From an optimization exercise on the open Yosys and OpenROAD flow, aimed at a short achievable clock period and few clock cycles; shortcuts taken in it are not production practice.
At most, simulation tests tie the RTL to the original design; equivalence was not proved.
Power is estimated from default activity; no workload was simulated.

==> flow/design.v (excerpt) <==
module MIPS	(input		clk, reset_n,
		 output	[31:0]	imem_addr,
		 input	[31:0]	imem_data,
		 output	[31:0]	dmem_addr, dmem_wdata,
		 output		dmem_we,
		 input	[31:0]	dmem_rdata);
	reg  [31:0]	pc_f;
	reg  [31:0]	ia_f;		 
	reg		v_d;
	reg  [31:0]	ir_d, pc_d, pcp1_d;
	reg		bt_d;		 
	reg  [31:0]	bw_d;		 
	reg  [1:0]	bi_d;		 
	reg  [31:0]	bt_tag [0:3];
	reg  [31:0]	bt_tgt [0:3];
	reg  [31:0]	bt_word [0:3];
	reg  [3:0]	bt_v;
	reg  [1:0]	bt_rr;		 
	reg		wq_v, kq_v;	 
	reg  [31:0]	wq_pc, wq_tgt, wq_word;
	reg  [1:0]	kq_idx;
	reg  [31:0]	a_e, b_e, sd_e, alt_e;
	reg		fs_e;
	reg  [7:0]	bneg_e, bone_e, btwo_e;	 
	reg		wen_e, ld_e, st_e, mul_e, beq_e, bne_e, pred_e;
	reg		addi_e;		 
	reg  [31:0]	nimm_e;		 
	reg  [4:0]	wdst_e;
	reg  [1:0]	sel_e;		 
	reg		sub_e;
	reg  [1:0]	lop_e;		 
	reg  [31:0]	res_m, sd_m, ms_m, mc_m;
	reg		wen_m, ld_m, st_m, mul_m;
	reg  [4:0]	wdst_m;
	reg  [31:0]	rf [1:31];
	wire [31:0]	mprod;
	wire		mprod_co;
	ks_add #(32) madd (.a(ms_m), .b(mc_m), .cin(1'b0), .s(mprod), .cout(mprod_co));
	wire [31:0]	wres  = ld_m ? dmem_rdata : (mul_m ? mprod : res_m);
	assign imem_addr  = ia_f;
	assign dmem_addr  = res_m;
	assign dmem_wdata = sd_m;
	assign dmem_we    = st_m;
	always @(posedge clk)
		if (wen_m)
			rf[wdst_m] <= wres;
	wire [5:0]	op    = ir_d[31:26];
	wire [5:0]	funct = ir_d[5:0];
	wire [4:0]	rs    = ir_d[25:21];
	wire [4:0]	rt    = ir_d[20:16];
	wire [4:0]	rd    = ir_d[15:11];
	wire [15:0]	imm   = ir_d[15:0];
	wire		is_r    = (op == 6'h00);
	wire		is_mul  = (op == 6'h3F);
	wire		is_addi = (op == 6'h08);
	wire		is_slti = (op == 6'h0A);
	wire		is_andi = (op == 6'h0C);
	wire		is_ori  = (op == 6'h0D);
	wire		is_xori = (op == 6'h0E);
	wire		is_lw   = (op == 6'h23);
	wire		is_sw   = (op == 6'h2B);
	wire		is_beq  = (op == 6'h04);
	wire		is_bne  = (op == 6'h05);
	wire		is_j    = (op == 6'h02);
  ...
==> flow/config.mk <==
export PLATFORM = sky130hd
export DESIGN_NAME = MIPS
export DESIGN_NICKNAME = MIPS
export VERILOG_FILES = /design/flow/design.v
export SDC_FILE = /design/flow/constraint.sdc
export NUM_CORES = 4
export LEC_CHECK = 0
export ABC_CLOCK_PERIOD_IN_PS = 3000
export CAP_MARGIN = 20
export CORE_MARGIN = 2
export CORE_UTILIZATION = 50
export SLEW_MARGIN = 20
export SYNTH_HIERARCHICAL = 1
export SYNTH_MINIMUM_KEEP_SIZE = 0
export TNS_END_PERCENT = 100
==> flow/constraint.sdc <==
create_clock -name core_clock -period 11.5 [get_ports {clk}]
set_input_delay 2.3000 -clock core_clock [delete_from_list [all_inputs] [get_ports {clk}]]
set_output_delay 2.3000 -clock core_clock [all_outputs]
set_load 0.01 [all_outputs]
standard.sh (not shown) runs the stock make flow with config.mk's settings and CLKGATE_MAP_FILE= SYNTH_SCRIPT=/design/flow/synth_recipe.tcl, a recipe that flattens the netlist after the stock synthesis.
==> flow/flow/run.sh <==
#!/bin/bash
# Layout of the design: the standard flow (standard.sh) with different
# effort settings; the constraints (clock period, I/O delays, loads) are
# the standard flow's, unchanged.
#  - ports are buffered with buf_4 instead of the weakest buffer.
set -euo pipefail
bash standard.sh \
  SETUP_SLACK_MARGIN=9.0 \
  SETUP_MOVE_SEQUENCE=unbuffer,sizeup,swap,buffer,split \
  "BUFFER_PORTS_ARGS=-buffer_cell sky130_fd_sc_hd__buf_4" \
  finish > standard_flow.log 2>&1
Testbench counts at the start, summed over its fixed seeds: cycles 28,914.
Change:
--- a/flow/flow/run.sh
+++ b/flow/flow/run.sh
@@ -8 +8 @@
-  SETUP_SLACK_MARGIN=9.0 \
+  SETUP_SLACK_MARGIN=8.6 \
Worst hold slack gets better by 4.5 ps; routed wire length shrinks by 3.8%; worst setup slack gets better by 59 ps; area after synthesis stays the same; non-clock buffer count shrinks by 206; sequential share of layout area grows by 1.4 points; first-iteration DRC count shrinks by 3.6%; final area shrinks by about 3%; synthesized cell count does not change.
Change:
--- a/flow/flow/run.sh
+++ b/flow/flow/run.sh
@@ -8,2 +8,2 @@
-  SETUP_SLACK_MARGIN=8.6 \
-  SETUP_MOVE_SEQUENCE=unbuffer,sizeup,swap,buffer,split \
+  SETUP_SLACK_MARGIN=8.3 \
+  SETUP_MOVE_SEQUENCE=unbuffer,sizeup,swap,split \
Maximum frequency went down by 5.7%.
Via count fell by about 5%.
Routed wire length drops by 1.2%.
Change:
--- a/flow/flow/run.sh
+++ b/flow/flow/run.sh
@@ -8,2 +8,2 @@
-  SETUP_SLACK_MARGIN=8.3 \
-  SETUP_MOVE_SEQUENCE=unbuffer,sizeup,swap,split \
+  SETUP_SLACK_MARGIN=8.6 \
+  SETUP_MOVE_SEQUENCE=unbuffer,sizeup,swap,buffer,split \
Effect:
- The new run finished clean
- power climbs by 6.1%
- design area climbs by 7.0%
- wire length climbs by 1.2%
- setup slack gets better by 220 ps
- critical path depth drops by 11
- synthesized area stays the same
- clock-buffer cell count climbs by 1
- core utilization climbs by 4.3 points
- via count climbs by 5.5%
- die area stays the same
- worst hold slack stays flat


run A:
MIPS, a different RTL version from the one above (not shown whole).
Size in the first run: ~6,500 cells after synthesis, about 83,000 um2 of cells after synthesis.
==> flow/design.v (excerpt) <==
module MIPS	(input		clk, reset_n,
		 output	[31:0]	imem_addr,
		 input	[31:0]	imem_data,
		 output	[31:0]	dmem_addr, dmem_wdata,
		 output		dmem_we,
		 input	[31:0]	dmem_rdata);
==> flow/config.mk <==
export PLATFORM = sky130hd
export DESIGN_NAME = MIPS
export DESIGN_NICKNAME = MIPS
export VERILOG_FILES = /design/flow/design.v
export SDC_FILE = /design/flow/constraint.sdc
export NUM_CORES = 4
export LEC_CHECK = 0
export ABC_CLOCK_PERIOD_IN_PS = 3000
export CAP_MARGIN = 20
export CORE_MARGIN = 2
export CORE_UTILIZATION = 50
export SLEW_MARGIN = 20
export SYNTH_HIERARCHICAL = 1
export SYNTH_MINIMUM_KEEP_SIZE = 0
export TNS_END_PERCENT = 100
==> flow/constraint.sdc <==
create_clock -name core_clock -period 11.5 [get_ports {clk}]
set_input_delay 2.3000 -clock core_clock [delete_from_list [all_inputs] [get_ports {clk}]]
set_output_delay 2.3000 -clock core_clock [all_outputs]
set_load 0.01 [all_outputs]
==> flow/flow/run.sh <==
#!/bin/bash
# Layout of the design: the standard flow (standard.sh) with different
# effort settings; the constraints (clock period, I/O delays, loads) are
# the standard flow's, unchanged.
#  - ports are buffered with buf_4 instead of the weakest buffer.
set -euo pipefail
bash standard.sh \
  SETUP_SLACK_MARGIN=8.3 \
  SETUP_MOVE_SEQUENCE=unbuffer,sizeup,swap,split \
  "BUFFER_PORTS_ARGS=-buffer_cell sky130_fd_sc_hd__buf_4" \
  finish > standard_flow.log 2>&1
Both conditions hold for run A: the flow ran to the end and the final layout passed the timing, design-rule and antenna checks.
Input changes introduced in run B (baseline for comparison: run A):
Settings: a deleted SYNTH_MINIMUM_KEEP_SIZE that had been 0; a deleted SYNTH_HIERARCHICAL that had been 1.
--- outcome ---
Lower non-clock buffer count among run B and run A: run B. Run B ends up with a mean number of vias per cell that is 2.2% lower than in run A. Looking at fraction of the cycle the final worst path needs, run B sits below run A. Summary: mapped cell area, run B better than run A. [run B] detailed-route wire length on metal 1 fell about 14% relative to run A. Global-route usage was higher in the run labelled run A. Min total chip power across run B and run A: run B. Run B vs. run A: share of layout cells above drive strength 1 went down by 0.23 points. Cell count (higher): run A. The lower sequential power came out of run B. In the tables for run B and run A, via count of the routed design reads lower with run B.
No functional check of the RTL was part of any run of this note.


Setup of violet:
Another version of the RTL of MIPS (not shown whole).
For scale: about 6,800 cells after synthesis, ~160 I/O pins, about 99,000 um^2 of cells after synthesis.
// MIPS
module MIPS	(input		clk, reset_n,
		 output	[31:0]	imem_addr,
		 input	[31:0]	imem_data,
		 output	[31:0]	dmem_addr, dmem_wdata,
		 output		dmem_we,
		 input	[31:0]	dmem_rdata);
clock: 11.5 ns
lec_check: 0
abc_clock_period_in_ps: 3000
cap_margin: 20
core_margin: 2
core_utilization: 50
slew_margin: 20
synth_hierarchical: 1
synth_minimum_keep_size: 0
tns_end_percent: 100
==> flow/flow/run.sh <==
#!/bin/bash
# Layout of the design: the standard flow (standard.sh) with different
# effort settings; the constraints (clock period, I/O delays, loads) are
# the standard flow's, unchanged.
#  - ports are buffered with buf_4 instead of the weakest buffer.
set -euo pipefail
bash standard.sh \
  SETUP_SLACK_MARGIN=8.6 \
  SETUP_MOVE_SEQUENCE=unbuffer,sizeup,swap,buffer,split \
  "BUFFER_PORTS_ARGS=-buffer_cell sky130_fd_sc_hd__buf_4" \
  finish > standard_flow.log 2>&1
### violet -> zinc
diff --git a/flow/flow/run.sh b/flow/flow/run.sh
--- a/flow/flow/run.sh
+++ b/flow/flow/run.sh
@@ -8,2 +8,2 @@
-  SETUP_SLACK_MARGIN=8.6 \
-  SETUP_MOVE_SEQUENCE=unbuffer,sizeup,swap,buffer,split \
+  SETUP_SLACK_MARGIN=8.3 \
+  SETUP_MOVE_SEQUENCE=unbuffer,sizeup,swap,split \
==> comparison <==
- The met1 usage on zinc is in line with that on violet.
- There was hardly any difference in sequential standard cell area between zinc and violet.
- On global-route usage, zinc tracks violet almost exactly.
No functional check of the RTL was part of any run of this note.


run 1:
MIPS, a different RTL version from the one above (not shown whole).
For scale: about 1400 flip-flops, roughly 160 I/O pins.
Settings: LEC_CHECK=0, ABC_CLOCK_PERIOD_IN_PS=3000, CAP_MARGIN=20, CORE_MARGIN=2, CORE_UTILIZATION=40, SLEW_MARGIN=20, TNS_END_PERCENT=10; clock period 11.5 ns.
==> flow/flow/run.sh <==
#!/bin/bash
set -euo pipefail
bash standard.sh SETUP_SLACK_MARGIN=8 SETUP_MOVE_SEQUENCE=unbuffer,sizeup,swap,split finish > standard_flow.log 2>&1
Modified inputs, run 2 compared to run 1
Settings: swapping 40 for 65 in CORE_UTILIZATION.
--- outcome ---
Run 2 vs run 1, hold slack went down by 0.0061 ns. Against run 1, number of buffers added for setup after CTS in run 2 fell by more than 10%. Run 1 ended up with sky130_fd_sc_hd__a2111oi_4 as its slowest library cell on the worst path; run 2 ended up with sky130_fd_sc_hd__a211oi_1. Re core utilization: run 1 was lower than run 2. Reported for run 2 and run 1, number of port buffers turned out identical to the last digit. Delta (run 2 minus run 1): fraction of layout cells with a size suffix above 1 decreased 1.8 points, sequential power share picked up an extra 0.5 points.
No run of this note included a check of the RTL's function; only the layout flow was run.

re-timing with driven ports:
In the flow no input, the clock included, has a driving cell. The finished layouts below were timed again as built, in two steps. Step 1: set_driving_cell puts a clkbuf_16 on clk and a buf_2 on each other input, an assumption about the parent block. Step 2 adds t to the input delays and takes it off the output delays; t is the mean of the earliest and latest rising clock arrival at the registers after step 1. Input paths then give back, and output paths get back, about the clock's delay inside the block. Slacks: ideal ports / drivers / drivers and shift; pairs: ideal ports / drivers.
run	shift t [ns]	setup slack, ns	worst slew at a driven data input, ns
the first run of note 1	0.952	7.730 / 7.688 / 7.309	0.08
the second run of note 1	0.941	7.789 / 7.699 / 7.447	0.21
the third run of note 1	0.962	7.567 / 7.567 / 7.227	0.23
the fourth run of note 1	0.941	7.789 / 7.699 / 7.447	0.21
run A	0.913	6.570 / 6.570 / 6.570	0.06
run B	0.885	6.904 / 6.951 / 6.066	0.06
violet	0.977	7.679 / 7.587 / 6.915	0.08
zinc	0.960	7.571 / 7.571 / 6.863	0.22
run 1	0.905	7.391 / 7.357 / 6.541	0.09
run 2	0.855	7.328 / 7.270 / 6.481	0.09
After both steps setup and hold are still met in every run listed. For run 1, which loses most, drivers alone change the setup slack by -0.034 ns; drivers and shift together by -0.850 ns.
